What follows belongs to an exercise in optimizing a design on an open flow for small area, a short achievable clock period and few clock cycles; a production flow would make more cautious choices. Function was checked by simulation only, so behaviour that the tests miss may differ from the original.

--- design/flow/config.mk ---
export PLATFORM = sky130hd
export DESIGN_NAME = RISC_SPM
export DESIGN_NICKNAME = RISC_SPM
export VERILOG_FILES = /design/flow/design.v
export SDC_FILE = /design/flow/constraint.sdc
export NUM_CORES = 4
export LEC_CHECK = 0
export CAP_MARGIN = 20
export CORE_MARGIN = 2
export CORE_UTILIZATION = 40
export SLEW_MARGIN = 20
--- design/flow/run.sh ---
#!/bin/bash
# synth_recipe.tcl (not shown) runs the flow's synth.tcl, then flattens the netlist and writes it again
# the make line also repeats each setting of config.mk as NAME=value (left out here)
make -C /OpenROAD-flow-scripts/flow DESIGN_CONFIG=/design/flow/config.mk WORK_HOME=/design/flow/orfs CLKGATE_MAP_FILE= SYNTH_SCRIPT=/design/flow/synth_recipe.tcl finish
--- design/flow/constraint.sdc ---
create_clock -name core_clock -period 6.0 [get_ports {clk}]
set_input_delay 1.2000 -clock core_clock [delete_from_list [all_inputs] [get_ports {clk}]]
set_output_delay 1.2000 -clock core_clock [all_outputs]
set_load 0.01 [all_outputs]
--- design/flow/design.v ---
module Register_Unit (data_out, data_in, load, clk, rst);
  parameter 		word_size = 8;
  output [word_size-1: 0] 	data_out	;
  input 	[word_size-1: 0] 	data_in	;
  input 							load		;
  input 							clk, rst	;
  reg 	[word_size-1: 0]	data_out	;
  always @ (posedge clk or negedge rst)
    if (rst == 0) 
		data_out <= 0			; 
	 else if (load) 
		data_out <= data_in	;
endmodule 
module D_flop (data_out, data_in, load, clk, rst);
  output 		data_out;
  input 		data_in;
  input 		load;
  input 		clk, rst;
  reg 		data_out;
  always @ (posedge clk or negedge rst)
	if (rst == 0) 
		data_out <= 0			; 
	else if (load == 1)
		data_out <= data_in	;
endmodule 
module Address_Register (data_out, data_in, load, clk, rst);
  parameter word_size = 8;
  output [word_size-1: 0] 	data_out			;
  input 	[word_size-1: 0] 	data_in			;
  input 							load, clk, rst	;
  reg 	[word_size-1: 0]	data_out			;
  always @ (posedge clk or negedge rst)
   if (rst == 0) 
		data_out <= 0			; 
	else if (load) 
		data_out <= data_in	;
endmodule 
module Instruction_Register (data_out, data_in, load, clk, rst);
  parameter word_size = 8;
  output [word_size-1: 0] 	data_out		;
  input 	[word_size-1: 0] 	data_in		;
  input 							load			;
  input 							clk, rst		;
  reg 	[word_size-1: 0]	data_out		;
  always @ (posedge clk or negedge rst)
   if (rst == 0) 
		data_out <= 0			; 
	else if (load) 
		data_out <= data_in	; 
endmodule 
module Program_Counter (count, data_in, Load_PC, Inc_PC, clk, rst);
  parameter word_size = 8;
  output [word_size-1: 0] 	count					;
  input 	[word_size-1: 0] 	data_in				;
  input 							Load_PC, Inc_PC	;
  input 							clk, rst				;
  reg 	[word_size-1: 0]	count					;
  always @ (posedge clk or negedge rst)
    if (rst == 0) 
		count <= 0; 
	else if (Load_PC) 
		count <= data_in; 
	else if  (Inc_PC) 
		count <= count +1;
endmodule 
module Multiplexer_5ch (mux_out, data_a, data_b, data_c, data_d, data_e, sel);
  parameter word_size = 8;
  output [word_size-1: 0] 	mux_out											;
  input 	[word_size-1: 0] 	data_a, data_b, data_c, data_d, data_e	;
  input 	[2: 0] 				sel												;
  assign  mux_out = (sel == 0) 	? data_a: (sel == 1) 
? data_b : (sel == 2) 
? data_c: (sel == 3) 
? data_d : (sel == 4) 
? data_e : data_a; 
endmodule
module MultControl 
	(
		input Clock, rst, Reset, Q0, C0,           
		output Start, Add,sub, Shift, Halt			 
	);  
	reg [5:0] state;                					 
	parameter StartS=6'b000001, TestS=6'b000010, AddS=6'b000100, ShiftS=6'b001000, HaltS=6'b010000,subS=6'b100000	;
	always @(posedge Clock, negedge rst)
	if (rst==0)
		state <= HaltS		;
	else if (Reset==1) 
		state <= StartS		; 				 
	else 											 
	case (state)          
	StartS:  
			state <= TestS		;       		 
	TestS:   
		if (Q0 == 1 && C0 == 1) 
			state <= subS		;
		else if(Q0 == 1)
			state <= AddS		; 				 
		else 
			state <= ShiftS	; 				 
	AddS:  
			state <= ShiftS	;          	 
	subS:
			state <= ShiftS	;          	 
	ShiftS:   
		if (C0) 
			state <= HaltS		;  			 
		else 
			state <= TestS		; 				 
	HaltS:  
			state <= HaltS		; 				 
	endcase
	assign Start 	= state[0]	;       
	assign Add  	= state[2]	;       
	assign Shift 	= state[3]	;       
	assign Halt  	= state[4]	;       
	assign sub	 	= state[5] 	;
endmodule
module Eight_Bit_Multiplier_RISC 
	(
		input 				Clock										, 
		input 				rst											,
		input 				Reset										,		
		input  	[7:0] 		Multiplicand								,
		input  	[7:0] 		Multiplier									,        
		output 	[15:0] 		Product										,
		output 				mul_done										
	);
	reg 	[7:0]  	RegQ   												;       
	reg 	[16:0]	RegA												;       
	reg 	[16:0] 	RegM												;       
	reg 	[2:0] 	Count												;       
	wire 	C0, Start, Add, Shift, sub, sub_flag						;
	assign 	Product = {RegA[7:0],RegQ}									;		
	always @(posedge Clock)
	if (Start == 1) 
		Count <= 3'b00													;        
	else if (Shift == 1) 
		Count <= Count + 1												;  		 
	assign C0 			= Count[2] & Count[1] & Count[0]				;      	 
	always @(posedge Clock)
		if (Start == 1) 
				RegM <= {{8{Multiplicand[7]}},Multiplicand}				;
	always @(posedge Clock)
	if (Start == 1)  
			RegQ <= Multiplier											;      
	else if (Shift == 1) 
		RegQ <= {RegA[0],RegQ[7:1]}										;  	 
	always @(posedge Clock)
	if (Start == 1)
			RegA	<=	16'd0											;
	else if(sub == 1)
		RegA	<=	RegA - RegM											;		 
	else if (Add == 1)  
		RegA <= RegA + RegM												;    	 
	else if(Shift == 1)							 								 
		RegA	<= RegA >> 1											;
	MultControl Ctrl
	(
		 .Clock(Clock)													,
		 .rst(rst)														,
		 .Reset(Reset)													,
		 .Q0(RegQ[0])													,                             
		 .C0(C0)														, 
		 .Start(Start)													,
		 .Add(Add)														,
		 .sub(sub)														,
		 .Shift(Shift)													,
		 .Halt(mul_done)										
	);  
endmodule 
module Alu_RISC (alu_mul_done_flag,alu_overflow_flag,alu_zero_flag, alu_out,mul_LSB_byte,mul_MSB_byte, data_1, data_2, sel, mul_start, clk, rst);
  parameter word_size = 8;
  parameter op_size = 4;
  parameter NOP 	= 4'b0000							;
  parameter ADD 	= 4'b0001							;
  parameter SUB 	= 4'b0010							;
  parameter AND 	= 4'b0011							;
  parameter NOT 	= 4'b0100							;
  parameter RD  	= 4'b0101							;
  parameter WR		= 4'b0110							;
  parameter BR		= 4'b0111							;
  parameter BRZ 	= 4'b1000							;
  parameter BRO 	= 4'b1001							;
  parameter MUL 	= 4'b1010							;
  output 						alu_overflow_flag		;
  output 						alu_zero_flag			;
  output 						alu_mul_done_flag		;
  output 	[word_size-1: 0] 	alu_out					;
  output 	[word_size-1: 0] 	mul_LSB_byte			;
  output 	[word_size-1: 0] 	mul_MSB_byte			;
  input 	[word_size-1: 0] 	data_1, data_2			;
  input 	[op_size-1: 0] 		sel						;
  input     					mul_start				;
  input     					clk, rst				;
  reg 		[word_size-1: 0]	alu_out					;
  wire							Reset					;
  wire							mul_done				;
  wire          [(2*word_size)-1: 0]    		Product					;
  assign  alu_zero_flag = ~|alu_out;
 assign  alu_overflow_flag	=	(data_1[word_size - 1] & data_2[word_size - 1] & ~alu_out[word_size - 1])|(~data_1[word_size - 1] & ~data_2[word_size - 1] & alu_out[word_size - 1])	;
 assign alu_mul_done_flag	=	mul_done	;
	always @ (sel or data_1 or data_2) 
	begin  
		 case  (sel)
		  NOP:	alu_out = 0;
		  ADD:	alu_out = data_1 + data_2;   
		  SUB:	alu_out = data_2 - data_1;
		  AND:	alu_out = data_1 & data_2;
		  NOT:	alu_out = ~ data_2;	  
		  default: 	alu_out = 0	;
		endcase 
	end	 
	assign Reset	=	mul_start	;
	assign mul_LSB_byte	=	Product[7:0]	;
	assign mul_MSB_byte	=	Product[15:8]	;
	Eight_Bit_Multiplier_RISC MULTIPLIER
	(
		 .Clock(clk)													,
		 .rst(rst)														,
		 .Reset(Reset)													,
		 .Multiplicand(data_1)											,                             
		 .Multiplier(data_2)											, 
		 .Product(Product)												,
		 .mul_done(mul_done)														
	);  
endmodule
module Processing_Unit (instruction, Zflag,ovflag, mdflag,address, Bus_1, mem_word, Load_R0, Load_R1, Load_R2, 
  Load_R3, Load_PC, Inc_PC, Sel_Bus_1_Mux, Load_IR, Load_Add_R, Load_Reg_Y, Load_Reg_Z, Load_Reg_ov,Load_Reg_md,
  Start_mul, Sel_Bus_2_Mux, clk, rst);
  parameter word_size = 8;
  parameter op_size = 4;
  parameter Sel1_size = 3;
  parameter Sel2_size = 3;
  output [word_size-1: 0] 	instruction, address, Bus_1															;
  output 					mdflag																				;
  output 					ovflag																				;
  output 					Zflag																				;
  input [word_size-1: 0]  	mem_word																			;
  input 					Load_R0, Load_R1, Load_R2, Load_R3, Load_PC, Inc_PC									;
  input [Sel1_size-1: 0] 	Sel_Bus_1_Mux																		;
  input [Sel2_size-1: 0] 	Sel_Bus_2_Mux																		;
  input 					Load_IR, Load_Add_R, Load_Reg_Y, Load_Reg_Z	,Load_Reg_ov,Load_Reg_md				;
  input 					Start_mul																			;
  input 					clk, rst																			;
  wire						Load_R0, Load_R1, Load_R2, Load_R3													;
  wire [word_size-1: 0] 	Bus_2																				;
  wire [word_size-1: 0] 	R0_out, R1_out, R2_out, R3_out														;
  wire [word_size-1: 0] 	PC_count, Y_value, alu_out,mul_LSB_byte,mul_MSB_byte								;
  wire 						alu_zero_flag																		;
  wire 						alu_overflow_flag																	;
  wire 						alu_mul_done_flag																	;
  wire [op_size-1 : 0] 		opcode = instruction [word_size-1: word_size-op_size]								;
  Register_Unit 		R0 	(R0_out, Bus_2, Load_R0, clk, rst)													;
  Register_Unit 		R1 	(R1_out, Bus_2, Load_R1, clk, rst)													;
  Register_Unit 		R2 	(R2_out, Bus_2, Load_R2, clk, rst)													;
  Register_Unit 		R3 	(R3_out, Bus_2, Load_R3, clk, rst)													;
  Register_Unit 		Reg_Y (Y_value, Bus_2, Load_Reg_Y, clk, rst)											;
  D_flop 				Reg_md 	(mdflag, alu_mul_done_flag, Load_Reg_md, clk, rst)								;
  D_flop 				Reg_ov 	(ovflag, alu_overflow_flag, Load_Reg_ov, clk, rst)								;
  D_flop 				Reg_Z 	(Zflag, alu_zero_flag, Load_Reg_Z, clk, rst)									;
  Address_Register 		Add_R	(address, Bus_2, Load_Add_R, clk, rst)											;
  Instruction_Register	IR		(instruction, Bus_2, Load_IR, clk, rst)											;
  Program_Counter 		PC		(PC_count, Bus_2, Load_PC, Inc_PC, clk, rst)									;
  Multiplexer_5ch 		Mux_1 (Bus_1, R0_out, R1_out, R2_out, R3_out, PC_count, Sel_Bus_1_Mux)					;
  Multiplexer_5ch 		Mux_2	(Bus_2, alu_out, Bus_1, mem_word,mul_LSB_byte,mul_MSB_byte, Sel_Bus_2_Mux)		;
  Alu_RISC 				ALU	(alu_mul_done_flag,alu_overflow_flag,alu_zero_flag, alu_out,mul_LSB_byte,mul_MSB_byte, Y_value, Bus_1, opcode, Start_mul, clk, rst)			;
endmodule 
module Control_Unit (
  Load_R0, Load_R1, 
  Load_R2, Load_R3, 
  Load_PC, Inc_PC, 
  Sel_Bus_1_Mux, Sel_Bus_2_Mux,
  Load_IR, Load_Add_R, Load_Reg_Y, Load_Reg_Z, Load_Reg_ov,Load_Reg_md,
  Start_mul, write, instruction, zero,over_flow,mul_done, clk, rst);
  parameter word_size = 8, op_size = 4, state_size = 4;
  parameter src_size = 2, dest_size = 2, Sel1_size = 3, Sel2_size = 3;
  parameter S_idle = 0, S_fet1 = 1, S_fet2 = 2, S_dec = 3;
  parameter  S_ex1 = 4, S_rd1 = 5, S_rd2 = 6,S_ex2 = 12,mul_done_wait = 13,LD_MUL_MSB=14;  
  parameter S_wr1 = 7, S_wr2 = 8, S_br1 = 9, S_br2 = 10, S_halt = 11;  
  parameter NOP = 0, ADD = 1, SUB = 2, AND = 3, NOT = 4	,MUL = 10;
  parameter RD  = 5, WR =  6,  BR =  7, BRZ = 8,BRO = 9	;  
  parameter R0 = 0, R1 = 1, R2 = 2, R3 = 3;  
  output Load_R0, Load_R1, Load_R2, Load_R3;
  output Load_PC, Inc_PC;
  output [Sel1_size-1:0] Sel_Bus_1_Mux;
  output Load_IR, Load_Add_R;
  output Load_Reg_Y, Load_Reg_Z,Load_Reg_ov,Load_Reg_md;
  output [Sel2_size-1: 0] Sel_Bus_2_Mux;
  output Start_mul;
  output write;
  input [word_size-1: 0] instruction;
  input zero;
  input over_flow;
  input mul_done;
  input clk, rst;
  reg [state_size-1: 0] state, next_state;
  reg Load_R0, Load_R1, Load_R2, Load_R3, Load_PC, Inc_PC;
  reg Load_IR, Load_Add_R, Load_Reg_Y;
  reg Sel_ALU, Sel_Bus_1, Sel_Mem,Sel_mul_LSB,Sel_mul_MSB;
  reg Sel_R0, Sel_R1, Sel_R2, Sel_R3, Sel_PC;
  reg Load_Reg_Z, write,Load_Reg_ov,Load_Reg_md,Start_mul;
  reg err_flag;
  wire [op_size-1:0] opcode = instruction [word_size-1: word_size - op_size];
  wire [src_size-1: 0] src = instruction [src_size + dest_size -1: dest_size];
  wire [dest_size-1:0] dest = instruction [dest_size -1:0];
  assign  Sel_Bus_1_Mux[Sel1_size-1:0] = Sel_R0 ? 0:
				 Sel_R1 ? 1:
				 Sel_R2 ? 2:
				 Sel_R3 ? 3:
				 Sel_PC ? 4: 3'd0;   
  assign  Sel_Bus_2_Mux[Sel2_size-1:0] = Sel_ALU ? 0:
				 Sel_Bus_1 	 ? 1:
				 Sel_Mem 	 ? 2:
				 Sel_mul_LSB ? 3:
				 Sel_mul_MSB ? 4: 3'd0;
  always @ (posedge clk or negedge rst) begin: State_transitions
    if (rst == 0) state <= S_idle; else state <= next_state; end
  always @ (*) begin: Output_and_next_state 
    Sel_R0 = 0; 	Sel_R1 = 0;     	Sel_R2 = 0;    	Sel_R3 = 0;     	Sel_PC = 0;
    Load_R0 = 0; 	Load_R1 = 0; 	Load_R2 = 0; 	Load_R3 = 0;	Load_PC = 0;
    Load_IR = 0;	Load_Add_R = 0;	Load_Reg_Y = 0;	Load_Reg_Z = 0;Load_Reg_ov = 0;Load_Reg_md=0	;
    Inc_PC 		= 0			; 
    Sel_Bus_1 	= 0			; 
    Sel_ALU 	= 0			; 
    Sel_Mem 	= 0			; 
    Sel_mul_LSB = 0			; 
    Sel_mul_MSB = 0			; 
    write 		= 0			; 
    Start_mul 	= 0			; 
    err_flag 	= 0			;	 
    next_state 	= state		;
     case  (state)	
			S_idle:		
				next_state = S_fet1;      
			S_fet1:	  begin       	  	  	
						next_state = S_fet2; 
						Sel_PC = 1;
						Sel_Bus_1 = 1;
						Load_Add_R = 1; 
    				  end
			S_fet2:	  begin 		
							next_state = S_dec; 
							Sel_Mem = 1;
      	  	  		   Load_IR = 1; 
      	  	  		   Inc_PC = 1;
    				     end
      	S_dec:  	  case  (opcode) 
							  NOP: next_state = S_fet1;
							  ADD, SUB, AND: begin
													  next_state = S_ex1;
													  Sel_Bus_1 = 1;
													  Load_Reg_Y = 1;
													  case  (src)
															R0: 		Sel_R0 = 1; 
															R1: 		Sel_R1 = 1; 
															R2: 		Sel_R2 = 1;
															R3: 		Sel_R3 = 1; 
															default : 	err_flag = 1;
													  endcase   
													end  
							  NOT: begin
									 next_state = S_fet1;
									 Load_Reg_Z = 1;
									 Sel_Bus_1 = 1; 
									 Sel_ALU = 1; 
									 case  (src)
											R0: 		Sel_R0 = 1;			      
											R1: 		Sel_R1 = 1;
											R2: 		Sel_R2 = 1;			      
											R3: 		Sel_R3 = 1; 
											default : 	err_flag = 1;
									 endcase   
									 case  (dest)
											R0: 		Load_R0 = 1; 
											R1: 		Load_R1 = 1;			      
											R2: 		Load_R2 = 1;
											R3: 		Load_R3 = 1;			      
											default: 	err_flag = 1;
									 endcase   
									 end  
							RD: begin
									 next_state = S_rd1;
									 Sel_PC = 1; Sel_Bus_1 = 1; Load_Add_R = 1; 
								 end  
							WR: begin
									 next_state = S_wr1;
									 Sel_PC = 1; Sel_Bus_1 = 1; Load_Add_R = 1; 
								 end   
							BR: begin 
									next_state = S_br1;  
									Sel_PC = 1; Sel_Bus_1 = 1; Load_Add_R = 1; 
								 end   
							BRZ: if (zero == 1) 
										begin 
											next_state = S_br1; 
											Sel_PC = 1; Sel_Bus_1 = 1; Load_Add_R = 1; 
										end  
									else 
										begin  
											 next_state = S_fet1; 
											 Inc_PC = 1; 
										end
							BRO: if (over_flow == 1) 
										begin
											next_state = S_br1;  
											Sel_PC = 1; Sel_Bus_1 = 1; Load_Add_R = 1; 
										end  
									else  
										begin 
											 next_state = S_fet1; 
											 Inc_PC = 1; 
										end
							MUL: begin
									  next_state 	= S_ex2	;
									  Start_mul 	= 1		;
									  Sel_Bus_1 	= 1		;
									  Load_Reg_Y 	= 1		;
									  case  (src)
											R0: 		Sel_R0 = 1; 
											R1: 		Sel_R1 = 1; 
											R2: 		Sel_R2 = 1;
											R3: 		Sel_R3 = 1; 
											default : 	err_flag = 1;
									  endcase   
								end  
							default : 
										next_state = S_halt;
							endcase   
				S_ex1:		begin 
								  next_state = S_fet1;
								  Load_Reg_Z = 1;
								  Load_Reg_ov	=	1;	 
								  Sel_ALU = 1; 
									  case  (dest)
										 R0: begin Sel_R0 = 1; Load_R0 = 1; end
										 R1: begin Sel_R1 = 1; Load_R1 = 1; end
										 R2: begin Sel_R2 = 1; Load_R2 = 1; end
										 R3: begin Sel_R3 = 1; Load_R3 = 1; end
										 default : err_flag = 1; 
									  endcase  
								end 
				S_ex2:		begin 
								  next_state 	= mul_done_wait	;
								  Load_Reg_md 	= 1				;
									  case  (dest)
										 R0: Sel_R0 = 1; 
										 R1: Sel_R1 = 1; 
										 R2: Sel_R2 = 1; 
										 R3: Sel_R3 = 1; 
										 default : err_flag = 1; 
									  endcase  
								end 
				mul_done_wait:begin
								if(mul_done == 1) 
								begin
									next_state = LD_MUL_MSB			;
									Load_Reg_Z 	= 	1				;
									Load_Reg_ov	=	1				;
									Sel_mul_LSB = 	1				;
									  case  (src)
										 R0: Load_R0 = 1			; 
										 R1: Load_R1 = 1			; 
										 R2: Load_R2 = 1			; 
										 R3: Load_R3 = 1			; 
										 default : err_flag = 1		;	 
									  endcase 
								end 
							else
								begin
								  next_state 	= state				;
								  Load_Reg_md 	= 1					;
								  case  (dest)
										 R0: Sel_R0 = 1; 
										 R1: Sel_R1 = 1; 
										 R2: Sel_R2 = 1; 
										 R3: Sel_R3 = 1; 
										 default : err_flag = 1; 
									  endcase 
								end
								end
				LD_MUL_MSB:	begin
							next_state = S_fet1;
							Load_Reg_Z 	= 	1				;
							Load_Reg_ov	=	1				;
							Sel_mul_MSB = 	1				;
							case  (dest)
								 R0: Load_R0 = 1			; 
								 R1: Load_R1 = 1			; 
								 R2: Load_R2 = 1			; 
								 R3: Load_R3 = 1			; 
							 default : err_flag = 1		;	 
						  endcase 
						end 
    	      S_rd1:		begin 
								  next_state = S_rd2;
								  Sel_Mem = 1;
								  Load_Add_R = 1; 
								  Inc_PC = 1;
								end
    	      S_wr1: 		begin
								  next_state = S_wr2;
								  Sel_Mem = 1;
								  Load_Add_R = 1; 
								  Inc_PC = 1;
								end 
      		S_rd2:		begin 
								  next_state = S_fet1;
								  Sel_Mem = 1;
									  case  (dest) 
										 R0: 		Load_R0 = 1; 
										 R1: 		Load_R1 = 1; 
										 R2: 		Load_R2 = 1; 
										 R3: 		Load_R3 = 1; 
										 default : 	err_flag = 1;
									  endcase  
								end
    	      S_wr2:		begin 
								  next_state = S_fet1;
								  write = 1;
								  case  (src)
										 R0: 		Sel_R0 = 1;		 	    
										 R1: 		Sel_R1 = 1;		 	    
										 R2: 		Sel_R2 = 1; 		 	    
										 R3: 		Sel_R3 = 1;			    
										 default : 	err_flag = 1;
								  endcase  
								end
				S_br1:		begin next_state = S_br2; Sel_Mem = 1; Load_Add_R = 1; end
				S_br2:		begin next_state = S_fet1; Sel_Mem = 1; Load_PC = 1; end
				S_halt:  		next_state = S_halt;
				default:		next_state = S_idle;
     endcase    
  end
endmodule 
module RISC_SPM (clk, rst, mem_addr, mem_wdata, mem_we, mem_rdata);
  parameter word_size = 8;
  parameter Sel1_size = 3;
  parameter Sel2_size = 3;
  wire [Sel1_size-1: 0] Sel_Bus_1_Mux;
  wire [Sel2_size-1: 0] Sel_Bus_2_Mux;
  input clk, rst;
  output [word_size-1: 0] mem_addr;
  output [word_size-1: 0] mem_wdata;
  output                  mem_we;
  input  [word_size-1: 0] mem_rdata;
  wire zero,over_flow,mul_done;
  wire [word_size-1: 0] instruction, address, Bus_1, mem_word;
  wire Load_R0, Load_R1, Load_R2, Load_R3, Load_PC, Inc_PC, Load_IR;   
  wire Load_Add_R, Load_Reg_Y, Load_Reg_Z,Load_Reg_ov,Load_Reg_md;
  wire Start_mul;
  wire write;
  Processing_Unit M0_Processor (instruction,zero, over_flow,mul_done,address, Bus_1, mem_word, Load_R0, Load_R1,
    Load_R2, Load_R3, Load_PC, Inc_PC, Sel_Bus_1_Mux, Load_IR, Load_Add_R, Load_Reg_Y,
    Load_Reg_Z, Load_Reg_ov, Load_Reg_md, Start_mul, Sel_Bus_2_Mux, clk, rst);
  Control_Unit M1_Controller (Load_R0, Load_R1, Load_R2, Load_R3, Load_PC, Inc_PC, 
    Sel_Bus_1_Mux, Sel_Bus_2_Mux , Load_IR, Load_Add_R, Load_Reg_Y, Load_Reg_Z, Load_Reg_ov,Load_Reg_md,
    Start_mul, write, instruction, zero,over_flow,mul_done, clk, rst);
  assign mem_addr  = address;
  assign mem_wdata = Bus_1;
  assign mem_we    = write;
  assign mem_word  = mem_rdata;
endmodule
==> summary.txt <==
- RSZ-0062 raised after global routing: false
- Placed cells: 1163
- Register area share after synthesis: 34.3%
- HPWL after DPL: 17.0 mm
- YS warnings: 9
- Synthesized area: 0.00819 mm²
- Hold_sp: M0_Processor.Add_R.data_out[0]$_DFFE_PN0P_
- Max Root-Sink Buffers: 2
- Slew Limit Fails: 0
- Die height: 147 µm
- Grt ovf: 0
- Async set or reset register ratio after synthesis: about two thirds
- Flop2flop setup slack: a little under 0.8 ns
- First-pass GRT wire length: 38.2 mm
- Vias/cell: 5.93
- Hold depth: 2
- Max-cap violations: 0
- Tcrit/Tclk final: 87.0%
- Max FFs per register: 17
- Reg-to-reg endpoint: M0_Processor.PC.count[7]$_DFFE_PN0P_
- Placed Area: 0.00860 mm²
- Dominant synthesized flop cell: dfrtp_1
- TritonCTS clock tree: built
- FILL cells: ~2000
- Uppermost routed layer: met4
- Fraction of layout cells with a size suffix above 1: 14.1%
- Post-CTS sizing: 0
- Yosys top cell area share: between 20% and 30%
- Seq cells post-synth: between 100 and 150
- Initial core utilization: 40.6%
- Yosys top cell by area: dfrtp_1
- Startpoint Class: flip-flop
- Synth cell types: 87
- Port bufs: 26
- Hold Buf Count CTS: 0
- Final setup margin: 0.777 ns
- Die width: roughly 150 µm
- Synthesis-to-layout area growth: 12.4%
- CTS buffer count: 17
- Vias: between 7000 and 8000
- Total GRT Usage: 22.3%
- Critical path buffers and inverters: 0
- Remaining DRCs: 0
- Mapped Nets: 971
- Metal3 WL: around 1.4 mm
- Core Region: 0.0202 mm²
- Worst setup EP type: flip-flop
- Avg Inst Size Synth: 8.96 µm²
- Die Area: roughly 0.022 mm²
- Slew @ Worst Pin: between 1 and 1.5 ns
- Critical Path RT: around 6.3 ns
- M1 WL: 11.5 mm
- Clk sink count: roughly 110
- Slowest cell delay on critical path: slightly below 0.7 ns
- DRT Pass-1 Iters: 5
- Worst reg-to-reg path cell count: 17
- Crit-path cells: nor2b_1 -> a21boi_1 -> nand2_1 -> o2bb2ai_1 -> a21o_1 -> nor2_1 -> nor2_1 -> ha_1 -> nor2b_1 -> o21a_1 -> o31a_1 -> o41ai_1 -> xnor2_1 -> a22o_1 -> mux2i_1 -> o21ai_1 -> a221o_1
- Hold EP: M0_Processor.Add_R.data_out[0]$_DFFE_PN0P_
- Worst skew pair latency: 0.42 ns
- FMAX: about 190 MHz
- Mapped Cells: 914
- H-tree levels: 4
- Net count, final: 969
- Worst hold slack: 0.477 ns
- CP arrival: 5.53 ns
- Synth area leaders: dfrtp_1 (23%), mux2_2 (8.4%), ha_1 (6.7%)
- Pin count of the biggest net entering global routing: 64
- # Post-CTS Setup Buffers: 0
- Min-delay worst type: flip-flop to flip-flop
- Final hold viol count: 0
- Setup TNS: 0 ns
- Post-DRT Antenna Nets: 0
- WL/cell: 19.9 µm
- Final setup vio count: 0
- DRT iter0 DRCs: 667
- Initial antenna violation count: 0
- Row count: 52
- Pre-CTS setup slack: around 0.87 ns
- EDFF count, synth: 16
- Final Critical Period: 5.22 ns
- Final instance area: a little over 0.009 mm²
- Biggest register: M0_Processor.ALU.MULTIPLIER.RegA
- Placer Congestion: ~0.92
- Crit path max-delay family: compound AO/OA/AOI/OAI gates
- Max-slew headroom: 30.9%
- Fin Clk Skew: 0.0107 ns
- Met2 wire len: 10.5 mm
- Outcome: timing/DRC/antenna clean
- CTS Root Buffer Type: clkbuf_16
- Type of the worst setup path: flip-flop to flip-flop
- Crit-path max FO: 18
- Critical R2R Launch: M1_Controller.state[2]$_DFFE_PN0N_
- CP max stage cell: o2bb2ai_1
- Antenna cells: 0
- Finished Layout Cells: 1195
- Reg clk slew, reported paths: 0.06 ns
- Vias in the first global route: 6843
- Routed WL: ~24 mm
- IO Pins: 27
==> placed cells by master, fill, tap and decap left out, types with 5 or more instances in the layout <==
cell type and instances:
o21ai_0 51, edfxtp_1 16, o21bai_1 8, inv_1 41, a31oi_1 13, a21o_1 19
nand2_1 58, nor4_1 5, o221ai_1 7, nor3_1 26, a221oi_1 5, clkbuf_16 17
nor2_1 89, or2_2 5, inv_6 5, mux2_2 61, a211oi_1 18, clkinv_4 5
ha_1 44, o211ai_1 7, or3_1 5, xor2_1 7, clkdlybuf4s50_1 25, mux2i_1 12
dfxtp_1 20, buf_4 7, nand2b_1 16, o22ai_1 10, nand3_1 23, dfrtp_1 76
nor3b_1 6, a221o_1 8, a32oi_1 5, nor2b_1 15, a21oi_1 66, and3_1 8
o22a_1 7, xnor2_1 11
==> cells in the mapped netlist (8+ instances only) <==
library cell and instances:
nand2_1 58, dfrtp_1 76, a21o_1 19, nor2b_1 15, o21bai_1 8, clkbuf_1 38
mux2_2 61, o21ai_0 51, a21oi_1 66, ha_1 44, nor2_1 89, edfxtp_1 16
o22ai_1 10, a221o_1 8, nand3_1 23, and3_1 8, xnor2_1 11, a31oi_1 13
dfxtp_1 20, inv_1 41, a211oi_1 18, nor3_1 26, nand2b_1 16, mux2i_1 12
==> per-layer routing <==
layer  global-route usage, %  vias to the layer above
met5                       0                        -
met4                    5.67                        0
met3                    5.43                       34
met2                    33.4                      209
met1                    32.4                     3449
li1                        -                     3389
==> cell type report <==
| class | count | area (µm²) | area share [%] |
|---|---|---|---|
| clock buffer | 18 | 439 | 4.77 |
| clock inverter | 14 | 170 | 1.85 |
| inverter | 41 | 154 | 1.67 |
| multi-input combinational | 707 | 5000 | 54.3 |
| sequential | 113 | 2810 | 30.5 |
| tap | 270 | 338 | 3.67 |
| timing repair buffer | 32 | 303 | 3.29 |
==> logic make-up (layout without fill, tap and decap cells) <==
| kind of cell | after synthesis | in the layout | share of synthesized area, % |
|---|---|---|---|
| AOI/OAI and AO/OA | 285 | 285 | 24.2 |
| xor gates and xnor gates | 18 | 18 | 1.92 |
| adders and majority gates | 47 | 47 | 7.45 |
| buffers and inverters | 94 | 105 | 4.69 |
| DFF | 113 | 113 | 34.3 |
| muxes | 76 | 76 | 10.4 |
| and+or+nand+nor | 281 | 281 | 17.1 |
==> through the flow <==
step / utilization [%]
after detailed placement: 42.7
after floorplan: -
final: 45.7
after global placement: 42.7
after CTS: 45.7
after global routing: 45.7
==> worst reg2reg max path: cells and delay by family (launching register included) <==
| kind | cells | cell delay [ns] |
|---|---|---|
| flip-flops | 1 | 0.64 |
| AO/OA/AOI/OAI | 9 | 2.89 |
| XOR/XNOR | 1 | 0.17 |
| adder cells (fa/ha/maj) | 1 | 0.30 |
| AND/OR/NAND/NOR | 5 | 0.92 |
| multiplexers | 1 | 0.19 |
==> worst max-delay path by stage <==
stage,start,endpoint,slack (ns),depth (start not counted)
floorplan,M0_Processor.IR.data_out[6]$_DFFE_PN0P_,M0_Processor.PC.count[7]$_DFFE_PN0P_,1.55,19
global placement,M1_Controller.state[0]$_DFFE_PN0N_,M0_Processor.R0.data_out[6]$_DFFE_PN0P_,1.01,18
detailed placement,M1_Controller.state[0]$_DFFE_PN0N_,M0_Processor.R2.data_out[6]$_DFFE_PN0P_,0.87,18
CTS,M1_Controller.state[0]$_DFFE_PN0N_,M0_Processor.R1.data_out[6]$_DFFE_PN0P_,0.85,18
global route,M1_Controller.state[0]$_DFFE_PN0N_,M0_Processor.R0.data_out[6]$_DFFE_PN0P_,0.38,18
finish,M1_Controller.state[2]$_DFFE_PN0N_,M0_Processor.PC.count[7]$_DFFE_PN0P_,0.78,17
Testbench counts, summed over its fixed seeds: cycles 69,472.

==> static timing again, ports no longer ideal <==
The results above use ideal ports. As a check the final layout listed here was re-extracted and re-timed, cells and wires unchanged. Step 1 sets driving cells, clkbuf_16 on the clock port and buf_2 on the other inputs (assumed; they add their load-dependent delay and slew). Step 2 moves the port delays by t, midway between the first and last clock arrival at a register: inputs arrive t later, outputs are due t later. That takes back most of the time a late clock gives input paths. Slacks: ideal ports / drivers / drivers and shift; pairs: ideal ports / drivers.
t (ns): 0.465
setup slack, ns: 0.777 / 0.777 / 0.777
worst slew at a driven data input, ns: 0.04
After both steps this run still meets setup and hold. The setup slack of this run moves by 0.000 ns with the drivers and by 0.000 ns with both steps.
